Source: an optimization exercise on an open RTL-to-GDS flow (aim: small area and a short achievable clock period). Production flows keep margins and buffers that such runs may drop. In this exercise RTL edits were held to simulation tests only and were not proved equivalent to the original.

==> design/flow/design.v <==
module FIR1 (X, clk, Y, reset);
  input  [13:0] X;
  input         clk;
  output [13:0] Y;
  input         reset;
  reg [13:0] d1;
  reg [13:0] d2;
  reg [13:0] d3;
  reg [13:0] d4;
  reg [13:0] d5;
  reg [13:0] d6;
  reg [13:0] d7;
  reg [13:0] d8;
  reg [13:0] d9;
  reg [13:0] d10;
  reg [13:0] d11;
  reg [13:0] d12;
  reg [13:0] d13;
  reg [13:0] d14;
  reg [13:0] d15;
  reg [13:0] d16;
  reg [13:0] d17;
  reg [13:0] d18;
  reg [13:0] d19;
  reg [14:0] q2_0;
  reg [14:0] q2_1;
  reg [14:0] q2_2;
  reg [14:0] q2_3;
  reg [16:0] t2_5;
  reg [29:0] r2a;
  reg [28:0] r2b;
  reg [15:0] r1;
  reg [0:0] r1c;
  reg [11:0] r1ha;
  reg [11:0] r1hb;
  reg [14:0] r1d;
  reg [13:0] Y;
  wire s1 = d17[2] ^ d19[2];
  wire c2 = d17[2] | d19[2];
  wire s3, c4;
  FIR1_fa us3 (~d17[0], d17[3], d19[3], s3, c4);
  wire s5, c6;
  FIR1_fa us5 (d17[4], d19[4], ~d17[1], s5, c6);
  wire s7, c8;
  FIR1_fa us7 (~d17[2], d17[5], d19[5], s7, c8);
  wire s9, c10;
  FIR1_fa us9 (~d17[3], d17[6], d19[6], s9, c10);
  wire s11, c12;
  FIR1_fa us11 (~d17[4], d17[7], d19[7], s11, c12);
  wire s13, c14;
  FIR1_fa us13 (~d17[5], d17[8], d19[8], s13, c14);
  wire s15, c16;
  FIR1_fa us15 (~d17[6], d17[9], d19[9], s15, c16);
  wire s17, c18;
  FIR1_fa us17 (~d17[7], d17[10], d19[10], s17, c18);
  wire s19, c20;
  FIR1_fa us19 (~d17[8], d17[11], d19[11], s19, c20);
  wire s21, c22;
  FIR1_fa us21 (~d17[9], d17[12], d19[12], s21, c22);
  wire s23, c24;
  FIR1_fa us23 (d17[13], d17[10], d19[13], s23, c24);
  wire [16:0] t2_5s = {~d17[13], d17[11], c24, ~c22, ~c20, ~c18, ~c16, ~c14, ~c12, ~c10, ~c8, ~c6, ~c4, ~c2, ~d17[1], ~d19[1], ~d17[0]} + {d17[12], ~d17[12], ~d17[11], s23, ~s21, ~s19, ~s17, ~s15, ~s13, ~s11, ~s9, ~s7, ~s5, ~s3, s1, d17[1], ~d19[0]};
  wire s25, c26;
  FIR1_ha us25 (q2_0[9], q2_0[5], s25, c26);
  wire s27 = q2_0[10] ^ q2_0[6];
  wire c28 = q2_0[10] | q2_0[6];
  wire s29, c30;
  FIR1_fa us29 (q2_0[4], q2_0[2], q2_1[0], s29, c30);
  wire s31 = q2_0[11] ^ q2_0[7];
  wire c32 = q2_0[11] | q2_0[7];
  wire s33, c34;
  FIR1_fa us33 (q2_0[5], q2_0[3], q2_1[1], s33, c34);
  wire s35, c36;
  FIR1_fa us35 (q2_2[11], q2_2[9], q2_2[4], s35, c36);
  wire s37, c38;
  FIR1_ha us37 (q2_2[2], q2_2[0], s37, c38);
  wire s39, c40;
  FIR1_fa us39 (q2_0[12], q2_0[8], q2_0[6], s39, c40);
  wire s41, c42;
  FIR1_fa us41 (q2_0[4], q2_1[2], q2_2[12], s41, c42);
  wire s43, c44;
  FIR1_fa us43 (q2_2[10], q2_2[5], q2_2[3], s43, c44);
  wire s45, c46;
  FIR1_fa us45 (q2_2[1], q2_3[7], q2_3[1], s45, c46);
  wire s47, c48;
  FIR1_fa us47 (q2_0[13], q2_0[9], q2_0[7], s47, c48);
  wire s49, c50;
  FIR1_fa us49 (q2_0[5], q2_1[3], q2_2[13], s49, c50);
  wire s51, c52;
  FIR1_fa us51 (q2_2[11], q2_2[6], q2_2[4], s51, c52);
  wire s53, c54;
  FIR1_fa us53 (q2_2[2], q2_3[8], q2_3[2], s53, c54);
  wire s55, c56;
  FIR1_ha us55 (q2_3[0], t2_5[9], s55, c56);
  wire s57, c58;
  FIR1_fa us57 (q2_0[10], q2_0[8], q2_0[6], s57, c58);
  wire s59, c60;
  FIR1_fa us59 (q2_1[4], q2_2[12], q2_2[7], s59, c60);
  wire s61, c62;
  FIR1_fa us61 (q2_2[5], q2_2[3], q2_3[9], s61, c62);
  wire s63, c64;
  FIR1_fa us63 (q2_3[3], q2_3[1], d9[0], s63, c64);
  wire s65, c66;
  FIR1_fa us65 (q2_0[14], q2_1[10], q2_2[14], s65, c66);
  wire s67 = t2_5[10] ^ q2_3[13];
  wire c68 = t2_5[10] & ~q2_3[13];
  wire s69, c70;
  FIR1_fa us69 (q2_0[11], q2_0[9], q2_0[7], s69, c70);
  wire s71, c72;
  FIR1_fa us71 (q2_1[5], q2_2[13], q2_2[8], s71, c72);
  wire s73, c74;
  FIR1_fa us73 (q2_2[6], q2_2[4], q2_3[14], s73, c74);
  wire s75, c76;
  FIR1_fa us75 (q2_3[10], q2_3[4], q2_3[2], s75, c76);
  wire s77, c78;
  FIR1_fa us77 (q2_1[11], q2_3[8], t2_5[13], s77, c78);
  wire s79, c80;
  FIR1_fa us79 (q2_0[12], q2_0[10], q2_0[8], s79, c80);
  wire s81, c82;
  FIR1_fa us81 (q2_1[6], q2_2[9], q2_2[7], s81, c82);
  wire s83, c84;
  FIR1_fa us83 (q2_2[5], q2_3[11], q2_3[5], s83, c84);
  wire s85, c86;
  FIR1_fa us85 (q2_3[3], d9[2], t2_5[12], s85, c86);
  wire s87 = q2_0[13] ^ q2_0[11];
  wire c88 = q2_0[13] | q2_0[11];
  wire s89, c90;
  FIR1_fa us89 (q2_0[9], q2_1[7], q2_2[10], s89, c90);
  wire s91, c92;
  FIR1_fa us91 (q2_2[8], q2_2[6], q2_3[12], s91, c92);
  wire s93, c94;
  FIR1_ha us93 (q2_3[6], q2_3[4], s93, c94);
  wire s95 = q2_0[12] ^ q2_0[10];
  wire c96 = q2_0[12] | q2_0[10];
  wire s97, c98;
  FIR1_fa us97 (q2_1[14], q2_1[8], q2_2[11], s97, c98);
  wire s99, c100;
  FIR1_fa us99 (q2_2[9], q2_2[7], q2_3[13], s99, c100);
  wire s101, c102;
  FIR1_ha us101 (q2_3[7], q2_3[5], s101, c102);
  wire s103 = q2_0[13] ^ q2_0[11];
  wire c104 = q2_0[13] | q2_0[11];
  wire s105, c106;
  FIR1_fa us105 (q2_1[9], q2_2[12], q2_2[10], s105, c106);
  wire s107 = q2_0[6] ^ q2_0[2];
  wire c108 = q2_0[6] | q2_0[2];
  wire s109, c110;
  FIR1_ha us109 (q2_0[0], q2_2[6], s109, c110);
  wire s111, c112;
  FIR1_fa us111 (q2_0[7], q2_0[3], q2_0[1], s111, c112);
  wire s113, c114;
  FIR1_fa us113 (q2_2[7], q2_2[5], q2_2[0], s113, c114);
  wire s115, c116;
  FIR1_ha us115 (q2_3[2], t2_5[3], s115, c116);
  wire s117, c118;
  FIR1_fa us117 (q2_0[8], q2_0[4], q2_0[2], s117, c118);
  wire s119, c120;
  FIR1_fa us119 (q2_0[0], q2_2[8], q2_2[6], s119, c120);
  wire s121, c122;
  FIR1_fa us121 (q2_2[1], q2_3[3], t2_5[4], s121, c122);
  wire s123 = q2_1[4] ^ q2_3[7];
  wire c124 = q2_1[4] | q2_3[7];
  wire s125, c126;
  FIR1_fa us125 (q2_0[3], q2_0[1], q2_2[9], s125, c126);
  wire s127, c128;
  FIR1_fa us127 (q2_2[7], q2_2[2], q2_2[0], s127, c128);
  wire s129, c130;
  FIR1_fa us129 (q2_1[5], q2_3[8], q2_3[2], s129, c130);
  wire s131, c132;
  FIR1_fa us131 (q2_3[4], t2_5[5], ~t2_5[7], s131, c132);
  wire s133, c134;
  FIR1_fa us133 (q2_2[10], q2_2[8], q2_2[3], s133, c134);
  wire s135, c136;
  FIR1_fa us135 (q2_2[1], q2_3[5], t2_5[6], s135, c136);
  wire s137, c138;
  FIR1_fa us137 (q2_1[6], q2_3[9], q2_3[3], s137, c138);
  wire s139, c140;
  FIR1_fa us139 (t2_5[8], ~c26, s27, s139, c140);
  wire s141, c142;
  FIR1_fa us141 (q2_3[6], q2_3[0], t2_5[7], s141, c142);
  wire s143, c144;
  FIR1_fa us143 (q2_1[7], q2_3[10], q2_3[4], s143, c144);
  wire s145, c146;
  FIR1_fa us145 (t2_5[9], ~c28, s31, s145, c146);
  wire s147, c148;
  FIR1_fa us147 (s37, c30, s33, s147, c148);
  wire s149, c150;
  FIR1_fa us149 (q2_1[8], q2_3[11], q2_3[5], s149, c150);
  wire s151, c152;
  FIR1_fa us151 (t2_5[8], c32, c38, s151, c152);
  wire s153, c154;
  FIR1_fa us153 (~t2_5[10], c34, c36, s153, c154);
  wire s155, c156;
  FIR1_fa us155 (s39, s41, s43, s155, c156);
  wire s157, c158;
  FIR1_fa us157 (q2_1[9], q2_3[12], q2_3[6], s157, c158);
  wire s159, c160;
  FIR1_fa us159 (s55, c40, c42, s159, c160);
  wire s161, c162;
  FIR1_fa us161 (~t2_5[11], c44, c46, s161, c162);
  wire s163, c164;
  FIR1_fa us163 (s47, s49, s51, s163, c164);
  wire s165, c166;
  FIR1_fa us165 (q2_3[7], t2_5[12], s67, s165, c166);
  wire s167, c168;
  FIR1_fa us167 (c56, c48, c50, s167, c168);
  wire s169, c170;
  FIR1_fa us169 (c52, c54, s57, s169, c170);
  wire s171, c172;
  FIR1_fa us171 (s59, s61, s63, s171, c172);
  wire s173, c174;
  FIR1_fa us173 (d9[1], t2_5[11], c68, s173, c174);
  wire s175, c176;
  FIR1_fa us175 (c58, c60, c62, s175, c176);
  wire s177, c178;
  FIR1_fa us177 (c64, s69, s71, s177, c178);
  wire s179, c180;
  FIR1_fa us179 (~c66, s73, s75, s179, c180);
  wire s181, c182;
  FIR1_fa us181 (q2_1[12], q2_2[14], q2_3[9], s181, c182);
  wire s183, c184;
  FIR1_fa us183 (c70, c72, c74, s183, c184);
  wire s185, c186;
  FIR1_fa us185 (t2_5[14], ~c76, c78, s185, c186);
  wire s187, c188;
  FIR1_fa us187 (s79, s81, s83, s187, c188);
  wire s189, c190;
  FIR1_fa us189 (q2_1[13], q2_3[10], t2_5[15], s189, c190);
  wire s191, c192;
  FIR1_fa us191 (d9[3], t2_5[13], s93, s191, c192);
  wire s193, c194;
  FIR1_fa us193 (c80, c82, c84, s193, c194);
  wire s195, c196;
  FIR1_fa us195 (c86, s89, s91, s195, c196);
  wire s197, c198;
  FIR1_fa us197 (d9[4], t2_5[16], t2_5[14], s197, c198);
  wire s199, c200;
  FIR1_fa us199 (q2_0[14], q2_3[11], s95, s199, c200);
  wire s201, c202;
  FIR1_fa us201 (c88, c94, s101, s201, c202);
  wire s203, c204;
  FIR1_fa us203 (c90, c92, s97, s203, c204);
  wire s205, c206;
  FIR1_fa us205 (q2_2[8], q2_3[8], q2_3[6], s205, c206);
  wire s207, c208;
  FIR1_fa us207 (d9[5], t2_5[15], ~q2_3[14], s207, c208);
  wire s209, c210;
  FIR1_fa us209 (~q2_3[12], c96, c102, s209, c210);
  wire s211, c212;
  FIR1_fa us211 (~s103, c98, c100, s211, c212);
  wire s213, c214;
  FIR1_fa us213 (q2_1[10], q2_2[13], q2_2[11], s213, c214);
  wire s215, c216;
  FIR1_fa us215 (q2_2[9], q2_3[9], q2_3[7], s215, c216);
  wire s217, c218;
  FIR1_fa us217 (q2_0[14], q2_3[13], t2_5[16], s217, c218);
  wire s219, c220;
  FIR1_fa us219 (d9[6], c104, ~q2_0[12], s219, c220);
  wire s221 = q2_0[13] ^ q2_1[11];
  wire c222 = q2_0[13] | q2_1[11];
  wire s223, c224;
  FIR1_fa us223 (q2_2[12], q2_2[10], q2_3[14], s223, c224);
  wire s225, c226;
  FIR1_fa us225 (q2_3[10], q2_3[8], d9[7], s225, c226);
  wire s227, c228;
  FIR1_ha us227 (q2_1[12], q2_2[13], s227, c228);
  wire s229 = q2_0[4] ^ q2_0[0];
  wire c230 = q2_0[4] | q2_0[0];
  wire s231, c232;
  FIR1_ha us231 (q2_2[4], q2_2[2], s231, c232);
  wire s233, c234;
  FIR1_fa us233 (q2_0[1], q2_2[5], q2_2[3], s233, c234);
  wire s235, c236;
  FIR1_fa us235 (q2_1[1], q2_3[4], t2_5[3], s235, c236);
  wire s237, c238;
  FIR1_ha us237 (q2_3[0], t2_5[1], s237, c238);
  wire s239, c240;
  FIR1_fa us239 (q2_2[4], q2_3[1], t2_5[2], s239, c240);
  wire s241, c242;
  FIR1_fa us241 (q2_1[2], q2_3[5], t2_5[4], s241, c242);
  wire s243, c244;
  FIR1_fa us243 (q2_0[5], ~s107, s109, s243, c244);
  wire s245, c246;
  FIR1_fa us245 (q2_1[3], q2_3[6], q2_3[0], s245, c246);
  wire s247, c248;
  FIR1_fa us247 (c108, c110, s115, s247, c248);
  wire s249, c250;
  FIR1_fa us249 (~t2_5[5], s111, s113, s249, c250);
  wire s251, c252;
  FIR1_fa us251 (q2_3[1], t2_5[6], ~c116, s251, c252);
  wire s253, c254;
  FIR1_fa us253 (s123, c112, c114, s253, c254);
  wire s255, c256;
  FIR1_fa us255 (s117, s119, s121, s255, c256);
  wire s257, c258;
  FIR1_fa us257 (s25, c118, c120, s257, c258);
  wire s259, c260;
  FIR1_fa us259 (c122, s125, s127, s259, c260);
  wire s261, c262;
  FIR1_fa us261 (c124, s129, ~s131, s261, c262);
  wire s263, c264;
  FIR1_fa us263 (c126, c128, ~c130, s263, c264);
  wire s265, c266;
  FIR1_fa us265 (c132, s29, s133, s265, c266);
  wire s267, c268;
  FIR1_fa us267 (~s135, s137, s139, s267, c268);
  wire s269, c270;
  FIR1_fa us269 (c134, c136, ~c138, s269, c270);
  wire s271, c272;
  FIR1_fa us271 (s35, s141, ~s143, s271, c272);
  wire s273, c274;
  FIR1_fa us273 (c140, s145, ~s147, s273, c274);
  wire s275, c276;
  FIR1_fa us275 (c142, ~c144, s45, s275, c276);
  wire s277, c278;
  FIR1_fa us277 (s149, c146, ~s151, s277, c278);
  wire s279, c280;
  FIR1_fa us279 (c148, s153, s155, s279, c280);
  wire s281, c282;
  FIR1_fa us281 (c150, ~s53, s157, s281, c282);
  wire s283, c284;
  FIR1_fa us283 (c152, c154, c156, s283, c284);
  wire s285, c286;
  FIR1_fa us285 (s159, s161, s163, s285, c286);
  wire s287, c288;
  FIR1_fa us287 (c158, s65, s165, s287, c288);
  wire s289, c290;
  FIR1_fa us289 (c160, c162, c164, s289, c290);
  wire s291, c292;
  FIR1_fa us291 (s167, s169, s171, s291, c292);
  wire s293, c294;
  FIR1_fa us293 (s77, c166, ~s173, s293, c294);
  wire s295, c296;
  FIR1_fa us295 (c168, c170, c172, s295, c296);
  wire s297, c298;
  FIR1_fa us297 (s175, s177, s179, s297, c298);
  wire s299, c300;
  FIR1_fa us299 (s85, ~s181, c174, s299, c300);
  wire s301, c302;
  FIR1_fa us301 (c176, c178, s183, s301, c302);
  wire s303, c304;
  FIR1_fa us303 (~s185, c180, s187, s303, c304);
  wire s305, c306;
  FIR1_fa us305 (s87, c182, s189, s305, c306);
  wire s307, c308;
  FIR1_fa us307 (c184, s191, c188, s307, c308);
  wire s309, c310;
  FIR1_fa us309 (~c186, s193, s195, s309, c310);
  wire s311, c312;
  FIR1_fa us311 (~c190, s99, s197, s311, c312);
  wire s313, c314;
  FIR1_fa us313 (c192, c194, s201, s313, c314);
  wire s315, c316;
  FIR1_fa us315 (~s199, c196, s203, s315, c316);
  wire s317, c318;
  FIR1_fa us317 (c198, s105, s205, s317, c318);
  wire s319, c320;
  FIR1_fa us319 (s207, ~c200, c202, s319, c320);
  wire s321, c322;
  FIR1_fa us321 (s209, c204, s211, s321, c322);
  wire s323, c324;
  FIR1_fa us323 (c106, c206, c208, s323, c324);
  wire s325, c326;
  FIR1_fa us325 (s213, s215, ~s217, s325, c326);
  wire s327, c328;
  FIR1_fa us327 (c210, s219, c212, s327, c328);
  wire s329, c330;
  FIR1_fa us329 (q2_2[14], ~q2_0[12], s221, s329, c330);
  wire s331, c332;
  FIR1_fa us331 (c214, c216, ~c218, s331, c332);
  wire s333, c334;
  FIR1_fa us333 (s223, s225, c220, s333, c334);
  wire s335, c336;
  FIR1_fa us335 (q2_2[11], q2_3[11], q2_3[9], s335, c336);
  wire s337, c338;
  FIR1_fa us337 (d9[8], ~q2_0[14], c222, s337, c338);
  wire s339, c340;
  FIR1_fa us339 (s227, c224, c226, s339, c340);
  wire s341 = q2_1[13] ^ q2_2[12];
  wire c342 = q2_1[13] | q2_2[12];
  wire s343, c344;
  FIR1_fa us343 (q2_3[12], q2_3[10], d9[9], s343, c344);
  wire s345 = c228 ^ q2_2[14];
  wire c346 = c228 & ~q2_2[14];
  wire s347 = q2_2[13] ^ q2_3[13];
  wire c348 = q2_2[13] | q2_3[13];
  wire s349, c350;
  FIR1_ha us349 (q2_3[11], d9[10], s349, c350);
  wire s351, c352;
  FIR1_ha us351 (q2_0[2], q2_2[2], s351, c352);
  wire s353 = q2_0[3] ^ q2_2[3];
  wire c354 = q2_0[3] | q2_2[3];
  wire s355 = q2_2[1] ^ q2_3[2];
  wire c356 = q2_2[1] & ~q2_3[2];
  wire s357, c358;
  FIR1_fa us357 (q2_1[0], q2_3[3], t2_5[2], s357, c358);
  wire s359, c360;
  FIR1_fa us359 (t2_5[0], ~s229, s231, s359, c360);
  wire s361, c362;
  FIR1_fa us361 (c230, c232, s237, s361, c362);
  wire s363, c364;
  FIR1_fa us363 (q2_0[5], ~s233, s235, s363, c364);
  wire s365, c366;
  FIR1_fa us365 (c238, c234, ~c236, s365, c366);
  wire s367, c368;
  FIR1_fa us367 (s239, ~s241, s243, s367, c368);
  wire s369, c370;
  FIR1_fa us369 (~c240, c242, s245, s369, c370);
  wire s371, c372;
  FIR1_fa us371 (c244, s247, s249, s371, c372);
  wire s373, c374;
  FIR1_fa us373 (c246, ~c248, s251, s373, c374);
  wire s375, c376;
  FIR1_fa us375 (s253, c250, s255, s375, c376);
  wire s377, c378;
  FIR1_fa us377 (c254, c256, s257, s377, c378);
  wire s379, c380;
  FIR1_fa us379 (c252, ~s259, s261, s379, c380);
  wire s381, c382;
  FIR1_fa us381 (c258, c260, s263, s381, c382);
  wire s383, c384;
  FIR1_fa us383 (~s265, c262, s267, s383, c384);
  wire s385, c386;
  FIR1_fa us385 (c264, c266, s269, s385, c386);
  wire s387, c388;
  FIR1_fa us387 (~s271, c268, s273, s387, c388);
  wire s389, c390;
  FIR1_fa us389 (c270, c272, s275, s389, c390);
  wire s391, c392;
  FIR1_fa us391 (s277, c274, ~s279, s391, c392);
  wire s393, c394;
  FIR1_fa us393 (~c276, s281, c278, s393, c394);
  wire s395, c396;
  FIR1_fa us395 (c280, s283, s285, s395, c396);
  wire s397, c398;
  FIR1_fa us397 (c282, ~c284, s287, s397, c398);
  wire s399, c400;
  FIR1_fa us399 (c286, s289, s291, s399, c400);
  wire s401, c402;
  FIR1_fa us401 (c288, ~c290, s293, s401, c402);
  wire s403, c404;
  FIR1_fa us403 (c292, s295, s297, s403, c404);
  wire s405, c406;
  FIR1_fa us405 (s299, ~c294, c296, s405, c406);
  wire s407, c408;
  FIR1_fa us407 (s301, c298, s303, s407, c408);
  wire s409, c410;
  FIR1_fa us409 (~s305, c300, c302, s409, c410);
  wire s411, c412;
  FIR1_fa us411 (s307, c304, s309, s411, c412);
  wire s413, c414;
  FIR1_fa us413 (s311, c308, s313, s413, c414);
  wire s415, c416;
  FIR1_fa us415 (~c306, c310, s315, s415, c416);
  wire s417, c418;
  FIR1_fa us417 (c312, s317, c314, s417, c418);
  wire s419, c420;
  FIR1_fa us419 (s319, s321, c316, s419, c420);
  wire s421, c422;
  FIR1_fa us421 (c318, s323, s325, s421, c422);
  wire s423, c424;
  FIR1_fa us423 (c320, c322, s327, s423, c424);
  wire s425, c426;
  FIR1_fa us425 (c324, s331, c326, s425, c426);
  wire s427, c428;
  FIR1_fa us427 (~s329, s333, c328, s427, c428);
  wire s429, c430;
  FIR1_fa us429 (s335, ~c330, s337, s429, c430);
  wire s431, c432;
  FIR1_fa us431 (c332, s339, c334, s431, c432);
  wire s433, c434;
  FIR1_fa us433 (~s341, c336, s343, s433, c434);
  wire s435, c436;
  FIR1_fa us435 (~s345, c338, c340, s435, c436);
  wire s437, c438;
  FIR1_fa us437 (q2_1[14], ~c342, s347, s437, c438);
  wire s439, c440;
  FIR1_fa us439 (s349, c344, c346, s439, c440);
  wire s441, c442;
  FIR1_fa us441 (q2_3[12], d9[11], ~q2_2[14], s441, c442);
  wire s443, c444;
  FIR1_fa us443 (~q2_3[14], c348, c350, s443, c444);
  wire s445 = q2_2[0] ^ q2_3[1];
  wire c446 = q2_2[0] & ~q2_3[1];
  wire s447, c448;
  FIR1_fa us447 (t2_5[1], s353, s355, s447, c448);
  wire s449, c450;
  FIR1_fa us449 (c354, c356, ~s357, s449, c450);
  wire s451, c452;
  FIR1_fa us451 (~c358, c360, s361, s451, c452);
  wire s453, c454;
  FIR1_fa us453 (c362, s365, ~c364, s453, c454);
  wire s455, c456;
  FIR1_fa us455 (c366, ~s369, c368, s455, c456);
  wire s457, c458;
  FIR1_fa us457 (c370, s373, ~c372, s457, c458);
  wire s459, c460;
  FIR1_fa us459 (~c374, c376, s377, s459, c460);
  wire s461, c462;
  FIR1_fa us461 (c378, s381, ~c380, s461, c462);
  wire s463, c464;
  FIR1_fa us463 (c382, s385, ~c384, s463, c464);
  wire s465, c466;
  FIR1_fa us465 (c386, s389, ~c388, s465, c466);
  wire s467, c468;
  FIR1_fa us467 (~c390, s393, c392, s467, c468);
  wire s469, c470;
  FIR1_fa us469 (c394, s397, ~c396, s469, c470);
  wire s471, c472;
  FIR1_fa us471 (c398, s401, ~c400, s471, c472);
  wire s473, c474;
  FIR1_fa us473 (~c402, s405, c404, s473, c474);
  wire s475, c476;
  FIR1_fa us475 (c406, s409, c408, s475, c476);
  wire s477, c478;
  FIR1_fa us477 (c410, s413, c412, s477, c478);
  wire s479, c480;
  FIR1_fa us479 (c414, s417, s419, s479, c480);
  wire s481, c482;
  FIR1_fa us481 (s421, c418, c420, s481, c482);
  wire s483, c484;
  FIR1_fa us483 (c422, s425, c424, s483, c484);
  wire s485, c486;
  FIR1_fa us485 (s429, c426, s431, s485, c486);
  wire s487, c488;
  FIR1_fa us487 (s433, c430, s435, s487, c488);
  wire s489, c490;
  FIR1_fa us489 (~s437, c434, s439, s489, c490);
  wire s491, c492;
  FIR1_fa us491 (s441, ~c438, s443, s491, c492);
  wire s493, c494;
  FIR1_fa us493 (q2_3[13], d9[12], c442, s493, c494);
  wire s495, c496;
  FIR1_ha us495 (q2_0[1], q2_2[1], s495, c496);
  wire s497, c498;
  FIR1_fa us497 (t2_5[0], ~s351, s445, s497, c498);
  wire s499, c500;
  FIR1_fa us499 (c352, c446, ~s447, s499, c500);
  wire s501, c502;
  FIR1_fa us501 (~c448, s359, s449, s501, c502);
  wire s503, c504;
  FIR1_fa us503 (c450, ~s363, s451, s503, c504);
  wire s505, c506;
  FIR1_fa us505 (c452, s367, s453, s505, c506);
  wire s507, c508;
  FIR1_fa us507 (c454, s371, s455, s507, c508);
  wire s509, c510;
  FIR1_fa us509 (s375, c456, ~s457, s509, c510);
  wire s511, c512;
  FIR1_fa us511 (s379, c458, ~s459, s511, c512);
  wire s513, c514;
  FIR1_fa us513 (c460, ~s383, s461, s513, c514);
  wire s515, c516;
  FIR1_fa us515 (c462, ~s387, s463, s515, c516);
  wire s517, c518;
  FIR1_fa us517 (~s391, c464, s465, s517, c518);
  wire s519, c520;
  FIR1_fa us519 (s395, c466, ~s467, s519, c520);
  wire s521, c522;
  FIR1_fa us521 (~s399, c468, s469, s521, c522);
  wire s523, c524;
  FIR1_fa us523 (~s403, c470, s471, s523, c524);
  wire s525, c526;
  FIR1_fa us525 (s407, ~c472, s473, s525, c526);
  wire s527, c528;
  FIR1_fa us527 (s411, c474, s475, s527, c528);
  wire s529, c530;
  FIR1_fa us529 (s415, c476, s477, s529, c530);
  wire s531, c532;
  FIR1_fa us531 (c416, c478, s479, s531, c532);
  wire s533, c534;
  FIR1_fa us533 (s423, c480, s481, s533, c534);
  wire s535, c536;
  FIR1_fa us535 (s427, c482, s483, s535, c536);
  wire s537, c538;
  FIR1_fa us537 (c428, s485, c484, s537, c538);
  wire s539, c540;
  FIR1_fa us539 (c432, s487, c486, s539, c540);
  wire s541, c542;
  FIR1_fa us541 (c436, s489, c488, s541, c542);
  wire s543, c544;
  FIR1_fa us543 (c440, s491, c490, s543, c544);
  wire s545, c546;
  FIR1_fa us545 (c444, s493, c492, s545, c546);
  wire s547, c548;
  FIR1_fa us547 (~d9[13], q2_3[14], c494, s547, c548);
  wire s549, c550;
  FIR1_ha us549 (r2a[6], r2b[6], s549, c550);
  wire s551, c552;
  FIR1_fa us551 (r2a[7], r2b[7], d1[5], s551, c552);
  wire s553, c554;
  FIR1_fa us553 (r2a[8], r2b[8], d1[6], s553, c554);
  wire s555, c556;
  FIR1_fa us555 (r2a[9], d1[7], d1[5], s555, c556);
  wire s557, c558;
  FIR1_fa us557 (r2b[10], d1[8], d1[6], s557, c558);
  wire s559, c560;
  FIR1_fa us559 (r2a[11], r2b[11], d1[9], s559, c560);
  wire s561, c562;
  FIR1_fa us561 (r2a[12], r2b[12], d1[10], s561, c562);
  wire s563, c564;
  FIR1_fa us563 (r2a[13], r2b[13], d1[11], s563, c564);
  wire s565, c566;
  FIR1_fa us565 (r2a[14], d1[12], d1[10], s565, c566);
  wire s567, c568;
  FIR1_fa us567 (r2a[15], r2b[15], d1[13], s567, c568);
  wire s569, c570;
  FIR1_ha us569 (r2b[16], d1[12], s569, c570);
  wire s571, c572;
  FIR1_ha us571 (r2a[17], r2b[17], s571, c572);
  wire s573, c574;
  FIR1_ha us573 (r2a[4], r2b[4], s573, c574);
  wire s575, c576;
  FIR1_fa us575 (r2a[5], r2b[5], d1[3], s575, c576);
  wire s577, c578;
  FIR1_fa us577 (d1[4], d1[2], d1[0], s577, c578);
  wire s579, c580;
  FIR1_fa us579 (d1[3], d1[1], c550, s579, c580);
  wire s581, c582;
  FIR1_fa us581 (d1[4], d1[2], c552, s581, c582);
  wire s583, c584;
  FIR1_fa us583 (d1[3], ~r2b[9], c554, s583, c584);
  wire s585, c586;
  FIR1_fa us585 (d1[4], ~r2a[10], c556, s585, c586);
  wire s587, c588;
  FIR1_fa us587 (d1[7], d1[5], c558, s587, c588);
  wire s589, c590;
  FIR1_fa us589 (d1[8], d1[6], c560, s589, c590);
  wire s591, c592;
  FIR1_fa us591 (d1[9], d1[7], c562, s591, c592);
  wire s593, c594;
  FIR1_fa us593 (d1[8], ~r2b[14], c564, s593, c594);
  wire s595, c596;
  FIR1_fa us595 (d1[11], d1[9], c566, s595, c596);
  wire s597, c598;
  FIR1_fa us597 (d1[10], ~r2a[16], s569, s597, c598);
  wire s599, c600;
  FIR1_fa us599 (d1[11], c570, s571, s599, c600);
  wire s601, c602;
  FIR1_fa us601 (r2a[18], r2b[18], d1[12], s601, c602);
  wire s603, c604;
  FIR1_ha us603 (r2a[19], r2b[19], s603, c604);
  wire s605, c606;
  FIR1_ha us605 (r2a[2], d1[0], s605, c606);
  wire s607, c608;
  FIR1_fa us607 (r2b[3], d1[1], ~r2a[3], s607, c608);
  wire s609, c610;
  FIR1_fa us609 (d1[2], d1[0], s573, s609, c610);
  wire s611, c612;
  FIR1_fa us611 (d1[1], c574, s575, s611, c612);
  wire s613, c614;
  FIR1_fa us613 (s549, c576, s577, s613, c614);
  wire s615, c616;
  FIR1_fa us615 (c578, s551, s579, s615, c616);
  wire s617, c618;
  FIR1_fa us617 (s553, c580, s581, s617, c618);
  wire s619, c620;
  FIR1_fa us619 (s555, c582, s583, s619, c620);
  wire s621, c622;
  FIR1_fa us621 (s557, c584, s585, s621, c622);
  wire s623, c624;
  FIR1_fa us623 (s559, c586, s587, s623, c624);
  wire s625, c626;
  FIR1_fa us625 (s561, c588, s589, s625, c626);
  wire s627, c628;
  FIR1_fa us627 (s563, c590, s591, s627, c628);
  wire s629, c630;
  FIR1_fa us629 (s565, c592, s593, s629, c630);
  wire s631, c632;
  FIR1_fa us631 (~s567, c594, s595, s631, c632);
  wire s633, c634;
  FIR1_fa us633 (~c568, c596, s597, s633, c634);
  wire s635, c636;
  FIR1_fa us635 (~d1[13], c598, s599, s635, c636);
  wire s637, c638;
  FIR1_fa us637 (c572, s601, c600, s637, c638);
  wire s639, c640;
  FIR1_fa us639 (~d1[13], s603, c602, s639, c640);
  wire s641, c642;
  FIR1_fa us641 (r2a[20], r2b[20], c604, s641, c642);
  wire s643, c644;
  FIR1_ha us643 (r2a[21], r2b[21], s643, c644);
  wire s645, c646;
  FIR1_ha us645 (r2a[22], r2b[22], s645, c646);
  wire s647, c648;
  FIR1_ha us647 (r2a[23], r2b[23], s647, c648);
  wire s649, c650;
  FIR1_ha us649 (r2a[24], r2b[24], s649, c650);
  wire s651, c652;
  FIR1_ha us651 (r2a[25], r2b[25], s651, c652);
  wire s653, c654;
  FIR1_ha us653 (r2a[26], r2b[26], s653, c654);
  wire s655, c656;
  FIR1_ha us655 (r2a[27], r2b[27], s655, c656);
  wire s657 = r2b[28] ^ r2a[28];
  wire c658 = r2b[28] & ~r2a[28];
  wire [29:0] ra1 = {r2a[29], c656, c654, c652, c650, c648, c646, c644, c642, c640, c638, c636, c634, c632, c630, c628, c626, c624, c622, c620, c618, c616, c614, c612, c610, c608, c606, ~r2b[2], r2b[1], r2a[0]}, rb1 = {c658, ~s657, s655, s653, s651, s649, s647, s645, s643, s641, s639, s637, s635, s633, s631, s629, s627, s625, s623, s621, s619, s617, s615, s613, s611, s609, s607, s605, ~r2a[1], r2b[0]};
  wire [18:0] rl1 = {1'b0, ra1[17:0]} + {1'b0, rb1[17:0]};
  wire [11:0] qhi = {r1ha[11], r1ha[10], r1ha[9], r1ha[8], r1ha[7], r1ha[6], r1ha[5], r1ha[4], r1ha[3], r1ha[2], r1ha[1], r1ha[0]} + {r1hb[11], ~r1hb[10], r1hb[9], r1hb[8], r1hb[7], r1hb[6], r1hb[5], r1hb[4], r1hb[3], r1hb[2], r1hb[1], r1hb[0]} + {11'd0, r1c};
  wire [13:0] xu = {X[13], ~X[12:0]};
  wire [14:0] qd = ~r1d;
  wire [15:0] ca, cb;   
  assign ca[0] = r1[0] ^ xu[0];
  assign cb[0] = 1'b0;
  assign cb[1] = qd[0] & xu[0];
  genvar gi;
  generate for (gi = 1; gi < 14; gi = gi + 1) begin : csa
    assign ca[gi] = r1[gi] ^ xu[gi] ^ xu[gi-1];
    assign cb[gi+1] = (qd[gi] & xu[gi]) | (qd[gi] & xu[gi-1]) | (xu[gi] & xu[gi-1]);
  end endgenerate
  assign ca[14] = r1[14] ^ xu[13];
  assign cb[15] = qd[14] & xu[13];
  assign ca[15] = r1[15];
  wire [15:0] pg0 = ca & cb, pt0 = ca | cb;
  wire [15:0] pg1, pt1;
  assign pg1[0] = pg0[0];
  assign pt1[0] = pt0[0];
  assign pg1[1] = pg0[1] | (pt0[1] & pg0[0]);
  assign pt1[1] = pt0[1] & pt0[0];
  assign pg1[2] = pg0[2] | (pt0[2] & pg0[1]);
  assign pt1[2] = pt0[2] & pt0[1];
  assign pg1[3] = pg0[3] | (pt0[3] & pg0[2]);
  assign pt1[3] = pt0[3] & pt0[2];
  assign pg1[4] = pg0[4] | (pt0[4] & pg0[3]);
  assign pt1[4] = pt0[4] & pt0[3];
  assign pg1[5] = pg0[5] | (pt0[5] & pg0[4]);
  assign pt1[5] = pt0[5] & pt0[4];
  assign pg1[6] = pg0[6] | (pt0[6] & pg0[5]);
  assign pt1[6] = pt0[6] & pt0[5];
  assign pg1[7] = pg0[7] | (pt0[7] & pg0[6]);
  assign pt1[7] = pt0[7] & pt0[6];
  assign pg1[8] = pg0[8] | (pt0[8] & pg0[7]);
  assign pt1[8] = pt0[8] & pt0[7];
  assign pg1[9] = pg0[9] | (pt0[9] & pg0[8]);
  assign pt1[9] = pt0[9] & pt0[8];
  assign pg1[10] = pg0[10] | (pt0[10] & pg0[9]);
  assign pt1[10] = pt0[10] & pt0[9];
  assign pg1[11] = pg0[11] | (pt0[11] & pg0[10]);
  assign pt1[11] = pt0[11] & pt0[10];
  assign pg1[12] = pg0[12] | (pt0[12] & pg0[11]);
  assign pt1[12] = pt0[12] & pt0[11];
  assign pg1[13] = pg0[13] | (pt0[13] & pg0[12]);
  assign pt1[13] = pt0[13] & pt0[12];
  assign pg1[14] = pg0[14] | (pt0[14] & pg0[13]);
  assign pt1[14] = pt0[14] & pt0[13];
  assign pg1[15] = pg0[15] | (pt0[15] & pg0[14]);
  assign pt1[15] = pt0[15] & pt0[14];
  wire [15:0] pg2, pt2;
  assign pg2[0] = pg1[0];
  assign pt2[0] = pt1[0];
  assign pg2[1] = pg1[1];
  assign pt2[1] = pt1[1];
  assign pg2[2] = pg1[2] | (pt1[2] & pg1[0]);
  assign pt2[2] = pt1[2] & pt1[0];
  assign pg2[3] = pg1[3] | (pt1[3] & pg1[1]);
  assign pt2[3] = pt1[3] & pt1[1];
  assign pg2[4] = pg1[4] | (pt1[4] & pg1[2]);
  assign pt2[4] = pt1[4] & pt1[2];
  assign pg2[5] = pg1[5] | (pt1[5] & pg1[3]);
  assign pt2[5] = pt1[5] & pt1[3];
  assign pg2[6] = pg1[6] | (pt1[6] & pg1[4]);
  assign pt2[6] = pt1[6] & pt1[4];
  assign pg2[7] = pg1[7] | (pt1[7] & pg1[5]);
  assign pt2[7] = pt1[7] & pt1[5];
  assign pg2[8] = pg1[8] | (pt1[8] & pg1[6]);
  assign pt2[8] = pt1[8] & pt1[6];
  assign pg2[9] = pg1[9] | (pt1[9] & pg1[7]);
  assign pt2[9] = pt1[9] & pt1[7];
  assign pg2[10] = pg1[10] | (pt1[10] & pg1[8]);
  assign pt2[10] = pt1[10] & pt1[8];
  assign pg2[11] = pg1[11] | (pt1[11] & pg1[9]);
  assign pt2[11] = pt1[11] & pt1[9];
  assign pg2[12] = pg1[12] | (pt1[12] & pg1[10]);
  assign pt2[12] = pt1[12] & pt1[10];
  assign pg2[13] = pg1[13] | (pt1[13] & pg1[11]);
  assign pt2[13] = pt1[13] & pt1[11];
  assign pg2[14] = pg1[14] | (pt1[14] & pg1[12]);
  assign pt2[14] = pt1[14] & pt1[12];
  assign pg2[15] = pg1[15] | (pt1[15] & pg1[13]);
  assign pt2[15] = pt1[15] & pt1[13];
  wire [15:0] pg3, pt3;
  assign pg3[0] = pg2[0];
  assign pt3[0] = pt2[0];
  assign pg3[1] = pg2[1];
  assign pt3[1] = pt2[1];
  assign pg3[2] = pg2[2];
  assign pt3[2] = pt2[2];
  assign pg3[3] = pg2[3];
  assign pt3[3] = pt2[3];
  assign pg3[4] = pg2[4] | (pt2[4] & pg2[0]);
  assign pt3[4] = pt2[4] & pt2[0];
  assign pg3[5] = pg2[5] | (pt2[5] & pg2[1]);
  assign pt3[5] = pt2[5] & pt2[1];
  assign pg3[6] = pg2[6] | (pt2[6] & pg2[2]);
  assign pt3[6] = pt2[6] & pt2[2];
  assign pg3[7] = pg2[7] | (pt2[7] & pg2[3]);
  assign pt3[7] = pt2[7] & pt2[3];
  assign pg3[8] = pg2[8] | (pt2[8] & pg2[4]);
  assign pt3[8] = pt2[8] & pt2[4];
  assign pg3[9] = pg2[9] | (pt2[9] & pg2[5]);
  assign pt3[9] = pt2[9] & pt2[5];
  assign pg3[10] = pg2[10] | (pt2[10] & pg2[6]);
  assign pt3[10] = pt2[10] & pt2[6];
  assign pg3[11] = pg2[11] | (pt2[11] & pg2[7]);
  assign pt3[11] = pt2[11] & pt2[7];
  assign pg3[12] = pg2[12] | (pt2[12] & pg2[8]);
  assign pt3[12] = pt2[12] & pt2[8];
  assign pg3[13] = pg2[13] | (pt2[13] & pg2[9]);
  assign pt3[13] = pt2[13] & pt2[9];
  assign pg3[14] = pg2[14] | (pt2[14] & pg2[10]);
  assign pt3[14] = pt2[14] & pt2[10];
  assign pg3[15] = pg2[15] | (pt2[15] & pg2[11]);
  assign pt3[15] = pt2[15] & pt2[11];
  wire [15:0] pg4, pt4;
  assign pg4[0] = pg3[0];
  assign pt4[0] = pt3[0];
  assign pg4[1] = pg3[1];
  assign pt4[1] = pt3[1];
  assign pg4[2] = pg3[2];
  assign pt4[2] = pt3[2];
  assign pg4[3] = pg3[3];
  assign pt4[3] = pt3[3];
  assign pg4[4] = pg3[4];
  assign pt4[4] = pt3[4];
  assign pg4[5] = pg3[5];
  assign pt4[5] = pt3[5];
  assign pg4[6] = pg3[6];
  assign pt4[6] = pt3[6];
  assign pg4[7] = pg3[7];
  assign pt4[7] = pt3[7];
  assign pg4[8] = pg3[8] | (pt3[8] & pg3[0]);
  assign pt4[8] = pt3[8] & pt3[0];
  assign pg4[9] = pg3[9] | (pt3[9] & pg3[1]);
  assign pt4[9] = pt3[9] & pt3[1];
  assign pg4[10] = pg3[10] | (pt3[10] & pg3[2]);
  assign pt4[10] = pt3[10] & pt3[2];
  assign pg4[11] = pg3[11] | (pt3[11] & pg3[3]);
  assign pt4[11] = pt3[11] & pt3[3];
  assign pg4[12] = pg3[12] | (pt3[12] & pg3[4]);
  assign pt4[12] = pt3[12] & pt3[4];
  assign pg4[13] = pg3[13] | (pt3[13] & pg3[5]);
  assign pt4[13] = pt3[13] & pt3[5];
  assign pg4[14] = pg3[14] | (pt3[14] & pg3[6]);
  assign pt4[14] = pt3[14] & pt3[6];
  assign pg4[15] = pg3[15] | (pt3[15] & pg3[7]);
  assign pt4[15] = pt3[15] & pt3[7];
  wire cy16 = pg4[15];   
  wire cy14 = pg4[13], cy15 = pg4[14];
  wire y0 = ca[14] ^ cb[14] ^ cy14;
  wire y1 = ca[15] ^ cb[15] ^ cy15;
  wire [11:0] hq = qhi;
  wire [11:0] hall;   
  assign hall[0] = 1'b1;
  generate for (gi = 1; gi < 12; gi = gi + 1) begin : inc
    assign hall[gi] = hall[gi-1] & hq[gi-1];
  end endgenerate
  wire [13:0] yn = {hq ^ (hall & {12{cy16}}), y1, y0};
  always @(posedge clk or posedge reset) begin
    if (reset) begin
      d1 <= 14'd0;
      d2 <= 14'd0;
      d3 <= 14'd0;
      d4 <= 14'd0;
      d5 <= 14'd0;
      d6 <= 14'd0;
      d7 <= 14'd0;
      d8 <= 14'd0;
      d9 <= 14'd0;
      d10 <= 14'd0;
      d11 <= 14'd0;
      d12 <= 14'd0;
      d13 <= 14'd0;
      d14 <= 14'd0;
      d15 <= 14'd0;
      d16 <= 14'd0;
      d17 <= 14'd0;
      d18 <= 14'd0;
      d19 <= 14'd0;
      q2_0 <= 15'd32767;
      q2_1 <= 15'd0;
      q2_2 <= 15'd32767;
      q2_3 <= 15'd0;
      t2_5 <= 17'd0;
      r2a <= 30'd804619270;
      r2b <= 29'd49668;
      r1 <= 16'd40963;
      r1c <= 1'd0;
      r1ha <= 12'd4095;
      r1hb <= 12'd1024;
      r1d <= 15'd24572;
      Y <= 14'd0;
    end else begin
      d1 <= X;
      d2 <= d1;
      d3 <= d2;
      d4 <= d3;
      d5 <= d4;
      d6 <= d5;
      d7 <= d6;
      d8 <= d7;
      d9 <= d8;
      d10 <= d9;
      d11 <= d10;
      d12 <= d11;
      d13 <= d12;
      d14 <= d13;
      d15 <= d14;
      d16 <= d15;
      d17 <= d16;
      d18 <= d17;
      d19 <= d18;
      q2_0 <= ~({d1[13], d1} + {d15[13], d15});
      q2_1 <= {d3[13], d3} + {d13[13], d13};
      q2_2 <= ~({d5[13], d5} + {d11[13], d11});
      q2_3 <= {d7[13], d7} + {d9[13], d9};
      t2_5 <= t2_5s;
      r2a <= {1'b1, q2_3[14], c546, c544, c542, c540, c538, c536, c534, c532, c530, c528, c526, c524, c522, c520, c518, c516, c514, c512, c510, c508, c506, c504, c502, c500, c498, c496, q2_3[0], q2_0[0]};
      r2b <= {c548, s547, s545, s543, s541, s539, s537, s535, s533, s531, s529, s527, s525, s523, s521, s519, s517, s515, s513, s511, s509, s507, s505, s503, s501, s499, s497, s495, q2_2[0]};
      r1 <= rl1[17:2];
      r1c <= rl1[18];
      r1ha <= {r2a[29], c656, c654, c652, c650, c648, c646, c644, c642, c640, c638, c636};
      r1hb <= {c658, s657, s655, s653, s651, s649, s647, s645, s643, s641, s639, s637};
      r1d <= ~rl1[16:2];
      Y <= yn;
    end
  end
endmodule
module FIR1_fa (a, b, c, s, co);
  input a, b, c;
  output s, co;
  assign s = a ^ b ^ c;
  assign co = (a & b) | (a & c) | (b & c);
endmodule
module FIR1_ha (a, b, s, co);
  input a, b;
  output s, co;
  assign s = a ^ b;
  assign co = a & b;
endmodule
==> design/flow/flow/run.sh <==
#!/bin/bash
set -euo pipefail
bash standard.sh SETUP_SLACK_MARGIN=6.4 finish > standard_run.log 2>&1
==> design/flow/standard.sh <==
#!/bin/bash
# synth_recipe.tcl (not shown) runs the flow's synth.tcl, then flattens the netlist and writes it again
# the make line also repeats each setting of config.mk as NAME=value (left out here)
make -C /OpenROAD-flow-scripts/flow DESIGN_CONFIG=/design/flow/config.mk WORK_HOME=/design/flow/orfs CLKGATE_MAP_FILE= SYNTH_SCRIPT=/design/flow/synth_recipe.tcl "${@:-finish}"
==> design/flow/config.mk <==
export PLATFORM = sky130hd
export DESIGN_NAME = FIR1
export DESIGN_NICKNAME = FIR1
export VERILOG_FILES = /design/flow/design.v
export SDC_FILE = /design/flow/constraint.sdc
export NUM_CORES = 4
export LEC_CHECK = 0
export CAP_MARGIN = 20
export CORE_MARGIN = 2
export CORE_UTILIZATION = 40
export CTS_CLUSTER_DIAMETER = 150
export CTS_CLUSTER_SIZE = 20
export SLEW_MARGIN = 20
export SYNTH_HIERARCHICAL = 1
export SYNTH_MINIMUM_KEEP_SIZE = 0
==> design/flow/constraint.sdc <==
create_clock -name core_clock -period 10.0 [get_ports {clk}]
set_input_delay 2.0000 -clock core_clock [delete_from_list [all_inputs] [get_ports {clk}]]
set_output_delay 2.0000 -clock core_clock [all_outputs]
set_load 0.01 [all_outputs]
==> results of run 1 <==
-- synthesized netlist by cell type, types with 3 or more instances --
master     number  area, sq um
o21bai_1       14          105
inv_1         225          845
nand2b_1        8         50.1
a211o_1         7         61.3
o211a_1         4         40.0
ha_1          147         1840
xnor2_1        67          587
mux2i_1         7         70.1
a21o_1         11         82.6
nand4_1         3         18.8
and3_1          9         56.3
o211ai_1        4         30.0
nor2b_1         7         43.8
nor3b_1         5         37.5
nor2_1         65          244
a211oi_1        6         45.0
a31oi_1        11         68.8
nor3_1         34          170
o21a_1          4         30.0
dfstp_2        75         1970
xor2_1         41          359
nand3b_1        8         60.1
nand3_1        29          145
o21ai_0        32          160
buf_2           5         25.0
and2_1          4         25.0
or3_1           3         18.8
o41ai_1         7         61.3
a2111oi_0       5         43.8
fa_1          292         5850
dfrtp_1       394         9860
clkbuf_1        4         15.0
a21oi_1        50          250
or2_2           8         50.1
a21boi_0        5         37.5
nand2_1        36          135
o31ai_1         3         22.5
o2111ai_1       4         35.0
-- through the flow --
stage / util (%) / cell area (sq um) / hold slack (ps) / cells
after floorplan: - / 24100 / 331 / 1681
after global placement: 42.8 / 25300 / 332 / 2477
after detailed placement: 42.8 / 25300 / 335 / 2477
after CTS: 45.3 / 26800 / 345 / 2580
after global routing: 45.6 / 27000 / 352 / 2591
final: 45.6 / 27000 / 344 / 2592
-- cell families after synthesis --
kind of cell	Yosys count	share of synthesized area, %
flops	469	49.4
fa+ha+maj	439	32.1
buf+inv	236	3.76
simple gates	228	4.83
compound gates	191	5.50
xor+xnor	110	4.09
mux	8	0.340
-- worst max-delay path by stage --
stage | start | to | slack [ps] | depth (start not counted)
after floorplan | reset | Y[0] | 1710 | 1
after global placement | X[6] | Y[13] | 4970 | 10
after detailed placement | X[6] | Y[13] | 4900 | 10
after CTS | X[6] | Y[13] | 6130 | 12
after global routing | X[6] | Y[13] | 6050 | 12
final | X[8] | Y[13] | 6210 | 12
-- placed cells by master (no fill, tap or decap), types with 5 or more instances in the layout --
cell and count:
a21oi_1 49, dfstp_2 72, o21ai_0 23, buf_12 5, buf_4 65, a21boi_0 5
dfrtp_2 15, buf_6 5, nor3b_1 5, a211o_1 7, nand3_1 29, xnor2_1 66
clkbuf_16 27, o21bai_1 14, nand2b_1 8, fa_1 276, xor2_1 34, inv_1 220
ha_1 141, a211oi_1 6, fa_2 16, clkbuf_1 20, nor2_2 5, nor2b_1 7
dfrtp_1 379, and3_1 9, nand3b_1 8, nor2_1 60, nand2_1 36, or2_2 6
clkdlybuf4s50_1 15, a31oi_1 11, nor3_1 31, mux2i_1 5, o21ai_1 8, a21o_1 11
-- modules after synthesis, one instance, submodules excluded --
| module | area [sq um] | flops+latches | copies in the design |
|---|---|---|---|
| FIR1 | 17900 | 469 | 1 |
| FIR1_fa | 20.0 | 0 | 285 |
| FIR1_ha | 12.5 | 0 | 26 |
-- worst register-to-register path: stages, from the launching register on --
cell and delay (ps):
dfstp_2 550, buf_4 130, fa_1 430, fa_1 610, fa_1 460, fa_2 360
fa_1 540, fa_1 470
-- state kept, by name, summed over array words and instances, names as in the netlist, 15 cells and up --
name  flops
r2b      29
r1d      15
q2_0     15
q2_3     15
q2_2     15
r2a      29
r1       15
t2_5     17
q2_1     15
-- cell type report --
class | count | area [sq um]
Clock inverter | 2 | 25.0
Timing Repair inverter | 1 | 5.00
Antenna cell | 1 | 2.50
Clock buffer | 47 | 751
Fill cell | 5166 | 32200
Timing Repair Buffer | 98 | 901
Multi-Input combinational cell | 976 | 11600
Inverter | 225 | 848
Tap cell | 773 | 967
Sequential cell | 469 | 11900
-- layer usage --
layer	global-route usage, %	vias up	part of all wire [%]
met2	28.0	207	47
met4	4.50	0	2.6
li1	-	5668	-
met1	25.0	6743	47
met3	1.72	66	3.4
met5	0	-	0
-- what timing repair did --
action | CTS | global route
pin swaps | 43 | 29
setup buffers | 53 | 10
gates cloned | 1 | 1
endpoints found under the setup margin | 84 | 82
endpoints found under the hold margin | 0 | 0
resized for setup | 140 | 24
==> results.json, run 1 <==
{
  "clockBufferDepth": 3,
  "critical-path-max-stage-delay_ps": 360,
  "timing.rr.start": "q2_2[6]",
  "dp_hpwl_um": 38900,
  "num_io_pins": 30,
  "yosys_most_used_dff": "dfrtp_1",
  "cts.sinks": 469,
  "die_h_um": 249,
  "rsz0062_at_grt": "true",
  "tns_ps": 0,
  "drive_above_1_share_pct": 15.5,
  "clk_latency_ps": 600,
  "grt_pass1_wl_um": 82100,
  "setup_viol": 0,
  "reg2reg_depth": 7,
  "grt_use_total_pct": 17.2,
  "vias_per_cell": 4.89,
  "path_delay_family": "simple AND/OR/NAND/NOR gates",
  "slowest_stage": "a21oi_1",
  "critPathRequiredTime_ps": 10480,
  "synth_edf_count": 0,
  "route.vias.total": 12684,
  "drc_errors": 0,
  "finClkSkew_ps": 25.9,
  "place.gp.congestion": 0.870,
  "syn-instance-count": 1681,
  "wire_per_inst_um": 19.6,
  "syn_area_per_cell_sq_um": 14.2,
  "period_share_pct": 37.9,
  "yosysUniqueCellTypes": 69,
  "place_worst_setup_slack_ps": 4900,
  "slew_headroom_pct": 41.2,
  "initialDrtViolationCount": 688,
  "crit_fanout": 9,
  "die-area_sq_um": 61800,
  "worstSetupPathType": "in -> reg",
  "syn_to_final_growth_pct": 12.6,
  "r2r_setup_slack_ps": 6320,
  "h-tree-depth": 1,
  "worstHoldEndpoint": "d15[3]",
  "port_buffers": 29,
  "seq_area_frac_synth_pct": 49.4,
  "hold_viol_final": 0,
  "hp-class": "reg -> reg",
  "ys_ff_latch": 469,
  "status": "timing/DRC/antenna clean",
  "slew_viol_final": 0,
  "worstPathArrival_ps": 4270,
  "netlist_area_sq_um": 23900,
  "critPathBufInv": 3,
  "path_clk_slew_ps": 90,
  "antenna_found_initial": 2,
  "dr.pass1.iters": 22,
  "regToRegEndpoint": "r2b[16]",
  "grt_max_degree": 171,
  "detail-route-antenna-nets": 0,
  "cts_tree": "yes",
  "min_from": "d14[3]",
  "period_needed_ps": 3790,
  "gr-total-overflow": 0,
  "coreArea_sq_um": 59100,
  "syn_nets": 2136,
  "layout.nets": 2253,
  "crit_chain": "buf_6 -> xor2_4 -> o211a_1 -> nor4_2 -> nand3_1 -> buf_6 -> a21oi_1 -> nor4_4 -> buf_12 -> nor4_4 -> nand4_1 -> xnor2_1",
  "die_width_um": 249,
  "synth-async-reset-ratio_pct": 100,
  "max_clock_freq_mhz": 264,
  "maxCapViolCount": 0,
  "cts_made_buffers": 27,
  "routed_wl_um": 50800,
  "initial_core_util_pct": 40.5,
  "grt_pass1_vias": 14236,
  "start_kind": "primary input",
  "yosys_warnings": 7,
  "rows": 89,
  "fin_ws_ps": 6210,
  "endpoint_kind": "flop",
  "worstMarginPinSlew_ps": 881,
  "ctsHoldBuffers": 0,
  "cts_root_buffer": "clkbuf_16",
  "holdPathStages": 0
}
==> run 2, diff against run 1 <==
==> design/flow/flow/run.sh (replaced) <==
#!/bin/bash
set -euo pipefail
bash standard.sh SETUP_SLACK_MARGIN=6.2 finish > standard_run.log 2>&1
==> run 2 against run 1 <==
  * Still clean on timing, DRC and antenna
  * Register-to-register slack lost 40 ps
  * Clock-buffer cell count is the same
  * First-iteration DRC count grew 15%
  * Setup slack lost 66 ps
  * Clock skew shrank 2.0 ps
  * Critical path type unchanged
  * Critical endpoint unchanged
==> results.json, run 2 <==
{
  "start_kind": "primary input",
  "netlist_area_sq_um": 23900,
  "grt_pass1_vias": 14162,
  "die_h_um": 249,
  "dp_cells": 2476,
  "worstSetupPathType": "in -> reg",
  "min_from": "d16[3]",
  "wire_per_inst_um": 19.6,
  "route.vias.total": 12397,
  "ctsHoldBuffers": 0,
  "synth-async-reset-ratio_pct": 100,
  "dr.pass1.iters": 21,
  "final_common_cell": "dfrtp_1",
  "yosys_most_used_dff": "dfrtp_1",
  "worstMarginPinSlew_ps": 956,
  "cts_root_buffer": "clkbuf_16",
  "crit_fanout": 8,
  "fin_area_sq_um": 26400,
  "routed_wl_um": 49800,
  "num_io_pins": 30,
  "endpoint_kind": "flop",
  "syn_nets": 2136,
  "rsz0062_at_grt": "true",
  "place_area_sq_um": 25300,
  "ys_ff_latch": 469,
  "cts_tree": "yes",
  "netlist.top_cell.by_area": "dfrtp_1",
  "cts_made_buffers": 27,
  "coreArea_sq_um": 59100,
  "syn-instance-count": 1681,
  "synth_most_common_cell": "dfrtp_1",
  "top_regs": "r2a: 29 flops, r2b: 29 flops, t2_5: 17 flops",
  "critPathRequiredTime_ps": 10470,
  "max_clock_freq_mhz": 259,
  "tns_ps": 0,
  "die-area_sq_um": 61800,
  "syn_area_per_cell_sq_um": 14.2,
  "r2r_setup_slack_ps": 6280,
  "detail-route-antenna-nets": 0,
  "cts.sinks": 469,
  "synth_largest_type_area_fraction_pct": 41.2,
  "slew_headroom_pct": 36.3,
  "grt_pass1_wl_um": 80300,
  "holdPathStages": 0,
  "hold_viol_final": 0,
  "maxCapViolCount": 0,
  "setup_viol": 0,
  "port_buffers": 29,
  "yosysUniqueCellTypes": 69,
  "finClkSkew_ps": 23.9,
  "period_share_pct": 38.5,
  "hold_slack_ps": 339,
  "path_clk_slew_ps": 90,
  "clk_latency_ps": 580,
  "layout_common_cells": "dfrtp_1 (385), fa_1 (292), inv_1 (224)",
  "initial_core_util_pct": 40.5,
  "gr-total-overflow": 0,
  "synth.area.top_cells": "dfrtp_1 (41%), fa_1 (24%), dfstp_2 (8.2%)",
  "initialDrtViolationCount": 788,
  "h-tree-depth": 1,
  "fillCellCount": 5242,
  "drc_errors": 0,
  "grt_use_total_pct": 16.9,
  "synthTopCellsByCount": "dfrtp_1 (394), fa_1 (292), inv_1 (225)",
  "synth_edf_count": 0,
  "yosys_warnings": 7,
  "slew_viol_final": 0,
  "die_width_um": 249,
  "antenna_found_initial": 3,
  "clockBufferDepth": 3,
  "seq_area_frac_synth_pct": 49.4,
  "fin_cells": 2545,
  "syn_to_final_growth_pct": 10.1,
  "timing.rr.start": "q2_2[4]",
  "layout.nets": 2207,
  "place.gp.congestion": 0.861,
  "rows": 89,
  "worstPathArrival_ps": 4320,
  "worstHoldEndpoint": "d17[3]",
  "vias_per_cell": 4.87,
  "dp_hpwl_um": 38900,
  "regToRegEndpoint": "r2b[16]",
  "period_needed_ps": 3850,
  "drive_above_1_share_pct": 11.3,
  "grt_max_degree": 177,
  "hp-class": "reg -> reg",
  "reg2reg_depth": 6,
  "status": "timing/DRC/antenna clean"
}
run 2: cell counts after synthesis:
No cell type changed its count.
run 2: timing repair:
action / 4_1_cts / 5_1_grt
pin swaps: 20 / 16
endpoints found under the setup margin: 20 / 25
setup buffers: 15 / 5
gates resized for setup: 87 / 27
run 2: final cells by class:
class	instances	area (sq um)	share of cell area, %
well taps	773	967	3.67
clock inverters	1	16.3	0.0617
inverters	225	848	3.22
flip-flops and latches	469	11800	44.9
repair buffers	53	493	1.87
multi-input cells	976	11400	43.4
diodes	1	2.50	0.00949
clock buffers	47	751	2.85
run 2: logic make-up (layout without fill, tap and decap cells):
group	count (synthesis)	count (layout)	share of synthesized area (%)
buffers and inverters	236	326	3.76
AND/OR/NAND/NOR	228	228	4.83
flip-flops	469	469	49.4
adder cells (fa/ha/maj)	439	439	32.1
XOR/XNOR	110	110	4.09
other	0	1	0
multiplexers	8	8	0.340
AO/OA/AOI/OAI	191	191	5.50
run 2: how the worst max path moves through the flow:
stage,startpoint,end,slack (ps),cells past startpoint
5_1_grt,X[5],Y[13],6030,13
4_1_cts,X[6],Y[13],6130,13
3_5_place_dp,X[6],Y[13],4880,10
2_1_floorplan,reset,Y[0],1710,1
3_3_place_gp,X[6],Y[13],5000,10
6_report,X[12],Y[13],6150,14
run 2: worst max-delay path, cell delays in order:
cell	delay [ps]
buf_2	160
nand2_1	80
nand2_1	50
o21ai_1	120
ha_2	220
inv_1	50
a21oi_1	140
nor2_1	110
or3b_4	390
or2_4	270
nor4_4	260
buf_4	180
nand4_1	120
xnor2_1	160
run 2: routing by layer:
layer | GRT usage [%] | wire, um | up-vias
met4 | 3.45 | 973 | 0
li1 | - | - | 5576
met2 | 28.3 | 23800 | 180
met1 | 23.7 | 23100 | 6586
met3 | 2.46 | 1900 | 55
met5 | 0 | 0 | -
run 2: per-stage QoR:
stage	utilization, %	setup WS (ps)
after floorplan	-	1710
after global placement	42.8	5000
after detailed placement	42.8	4880
after CTS	44.4	6130
after global routing	44.6	6030
final	44.6	6150
run 2: Yosys stat by module, one instance, submodules excluded:
| module | cells inside | cell area (sq um) | copies in the design |
|---|---|---|---|
| FIR1_ha | 1 | 12.5 | 26 |
| FIR1_fa | 1 | 20.0 | 285 |
| FIR1 | 1370 | 17900 | 1 |
==> run 3, diff against run 2 <==
==> design/flow/flow/run.sh (replaced) <==
#!/bin/bash
set -euo pipefail
bash standard.sh SETUP_SLACK_MARGIN=6.5 finish > standard_run.log 2>&1
--- a/design/flow/config.mk
+++ b/design/flow/config.mk
@@ -6,4 +6,5 @@
 export NUM_CORES = 4
 export LEC_CHECK = 0
+export ABC_AREA = 1
 export CAP_MARGIN = 20
 export CORE_MARGIN = 2
==> run 3 against run 2 <==
  * Sequential share of layout area down 1.5 points
  * Final area up 3.4%
  * Critical path depth down 7
  * Clock skew up 5.7 ps
  * Setup slack better by 230 ps
  * Non-clock buffer count up 16
  * Register-to-register slack better by 97 ps
  * Synthesized area up 2.9%
  * Via count up 13%
  * Hold slack worse by 0.68 ps
  * Critical endpoint is now r2b[14]
  * Largest cell class is now multi-input combinational cells
  * Highest routed layer is now met5
==> results.json, run 3 <==
{
  "fillCellCount": 5404,
  "drc_errors": 0,
  "synth-async-reset-ratio_pct": 100,
  "grt-busiest-layer": "met2",
  "rows": 90,
  "synthMuxAreaShare_pct": 0,
  "detail-route-antenna-nets": 0,
  "synth_xor_area_share_pct": 3.06,
  "regArea_sq_um": 11800,
  "grt_use_met3_pct": 3.85,
  "holdPathStages": 0,
  "critPathRequiredTime_ps": 10530,
  "syn_nets": 2437,
  "dp_cells": 2793,
  "period_share_pct": 36.2,
  "yosys_most_used_dff": "dfrtp_1",
  "dp_hpwl_um": 42700,
  "initial_core_util_pct": 40.7,
  "place.gp.congestion": 0.887,
  "cts.sinks": 469,
  "syn_to_final_growth_pct": 10.7,
  "wire_per_inst_um": 18.8,
  "synth.area.top_cells": "dfrtp_1 (40%), fa_1 (24%), dfstp_2 (8.0%)",
  "seq_area_frac_synth_pct": 48.0,
  "grt_max_degree": 200,
  "synthAdderAreaFrac_pct": 31.2,
  "period_needed_ps": 3620,
  "worstSetupPathType": "reg -> reg",
  "slew_headroom_pct": 38.6,
  "routed_wl_um": 54300,
  "max_clock_freq_mhz": 276,
  "worstPathArrival_ps": 4160,
  "synth_edf_count": 0,
  "die_h_um": 252,
  "cts_root_buffer": "clkbuf_16",
  "yosys_warnings": 7,
  "layout_common_cells": "dfrtp_1 (381), nand2_1 (316), inv_1 (272)",
  "vias_per_cell": 4.87,
  "ctsHoldBuffers": 0,
  "status": "timing/DRC/antenna clean",
  "synth_top_family_by_area": "adder cells",
  "coreArea_sq_um": 60600,
  "synth_compound_area_share_pct": 3.85,
  "setup_viol": 0,
  "layout.nets": 2534,
  "rsz0062_at_grt": "true",
  "synthSimpleGateAreaFrac_pct": 9.40,
  "grt_pass1_wl_um": 85800,
  "start_kind": "flop",
  "syn-instance-count": 1982,
  "grt_util_met1_pct": 24.2,
  "path_clk_slew_ps": 80,
  "hold_viol_final": 0,
  "hold_slack_ps": 338,
  "syn_area_per_cell_sq_um": 12.4,
  "antenna_found_initial": 3,
  "multi_input_area_sq_um": 11900,
  "crit_fanout": 4,
  "h-tree-depth": 1,
  "hp-class": "reg -> reg",
  "fin_ws_ps": 6380,
  "cts_tree": "yes",
  "route.vias.total": 14048,
  "netlist.top_cell.by_area": "dfrtp_1",
  "clockBufferDepth": 3,
  "top_regs": "r2a: 29 flops, r2b: 29 flops, t2_5: 17 flops",
  "synth_largest_type_area_fraction_pct": 40.0,
  "yosysUniqueCellTypes": 40,
  "synthTopCellsByCount": "dfrtp_1 (394), nand2_1 (318), fa_1 (292)",
  "reg2reg_depth": 7,
  "synth_most_common_cell": "dfrtp_1",
  "netlist_area_sq_um": 24600,
  "gr-total-overflow": 0,
  "met2_usage_pct": 29.0,
  "maxCapViolCount": 0,
  "grt_pass1_vias": 15179,
  "clk_latency_ps": 590,
  "ys_ff_latch": 469,
  "fin_cells": 2883,
  "port_buffers": 29,
  "num_io_pins": 30,
  "endpoint_kind": "flop",
  "final_common_cell": "dfrtp_1",
  "finClkSkew_ps": 29.5,
  "place_worst_setup_slack_ps": 5570,
  "dr.pass1.iters": 5,
  "die_width_um": 252,
  "cts_made_buffers": 27,
  "initialDrtViolationCount": 985,
  "drive_above_1_share_pct": 11.8,
  "tns_ps": 0,
  "worstMarginPinSlew_ps": 922,
  "grt_use_total_pct": 17.8,
  "slew_viol_final": 0,
  "die-area_sq_um": 63600
}
[run 3: cell types whose count changed after synthesis, sizes merged, moves of 8 or more]
| cell | previous run | this run |
|---|---|---|
| a21oi | 50 | 82 |
| and3 | 9 | 0 |
| inv | 225 | 288 |
| nand2 | 36 | 335 |
| nand2b | 8 | 0 |
| nand3 | 29 | 97 |
| nor3 | 34 | 13 |
| o21ai | 34 | 45 |
| o21bai | 14 | 5 |
| o41ai | 8 | 0 |
| xnor2 | 68 | 30 |
| xor2 | 42 | 56 |
[run 3: cell families after synthesis]
group | Yosys count
flops | 469
simple gates | 530
xor+xnor | 86
compound gates | 167
fa+ha+maj | 439
buf+inv | 291
[run 3: routing by layer]
layer | vias up | part of all wire, %
li1 | 6400 | -
met1 | 7248 | 44
met2 | 317 | 47
met3 | 81 | 6.0
met4 | 2 | 2.8
met5 | - | 0.024
[run 3: area by class of cell]
cell class / instances / share of cell area (%)
clock buffers: 48 / 2.77
diodes: 1 / 0.00918
flip-flops and latches: 469 / 43.4
well taps: 782 / 3.59
repair buffers: 69 / 2.50
repair inverters: 1 / 0.0184
multi-input cells: 1223 / 43.6
clock inverters: 2 / 0.0918
inverters: 288 / 4.00
[run 3: worst paths after layout]
kind                              start       to  slack, ps
worst max-delay path            q2_2[6]  r2b[14]       6380
worst min-delay path              d4[3]    d5[3]        340
worst max register to register  q2_2[6]  r2b[14]       6380
worst min register to register    d4[3]    d5[3]        340
max in group asynchronous         reset  r2b[22]       6770
min in group asynchronous         reset   r2a[8]       2010
[run 3: Yosys stat by module, one instance, submodules excluded]
module,cell area (sq um),cells,times used,flip-flops and latches
FIR1_ha,12.5,1,26,0
FIR1,18600,1671,1,469
FIR1_fa,20.0,1,285,0
[run 3: repair_timing]
item | CTS | global route
setup endpoints to repair | 50 | 351
pin swaps | 12 | 16
gates cloned | 1 | 1
buffers inserted | 25 | 11
gates resized for setup | 55 | 41
[run 3: metrics by stage]
| step | utilization [%] | instance area [sq um] |
|---|---|---|
| after CTS | 44.6 | 27000 |
| after detailed placement | 42.8 | 25900 |
| final | 45.0 | 27300 |
| after global routing | 45.0 | 27300 |
| after global placement | 42.8 | 25900 |
| after floorplan | - | 24600 |
[run 3: worst max-delay path: stages (launching register included)]
cell and delay, ps:
dfstp_2 650, fa_1 490, fa_1 550, fa_2 450, fa_1 390, inv_2 70
fa_1 420, fa_2 550

## static timing again, ports no longer ideal
How much do the figures lean on ideal ports? The routed layouts below were timed once more, with nothing changed but the port constraints.
Step 1 (the two cells are an assumption about what drives the block):
set clk [get_ports {clk}]
set_driving_cell -lib_cell sky130_fd_sc_hd__clkbuf_16 $clk
set_driving_cell -lib_cell sky130_fd_sc_hd__buf_2 [delete_from_list [all_inputs] $clk]
Step 2 also shifts input and output timing later by t, the mid clock arrival at the registers, as if the neighbouring blocks saw the same clock.
a / b / c = ideal ports / drivers / drivers and shift; a / b = the first two.
run	t, ns	setup slack, ns	hold slack, ns	worst setup path after step 2	worst register clock-pin slew, ns
run 1	0.641	6.212 / 6.222 / 5.581	0.344 / 0.344 / 0.344	input to register	0.09 / 0.09
run 2	0.624	6.146 / 6.161 / 5.537	0.339 / 0.339 / 0.339	input to register	0.09 / 0.09
run 3	0.639	6.377 / 6.377 / 6.071	0.338 / 0.338 / 0.338	input to register	0.09 / 0.09
After both steps setup and hold are still met in every run listed. For run 1, which loses most, drivers alone change the setup slack by +0.010 ns; drivers and shift together by -0.631 ns.
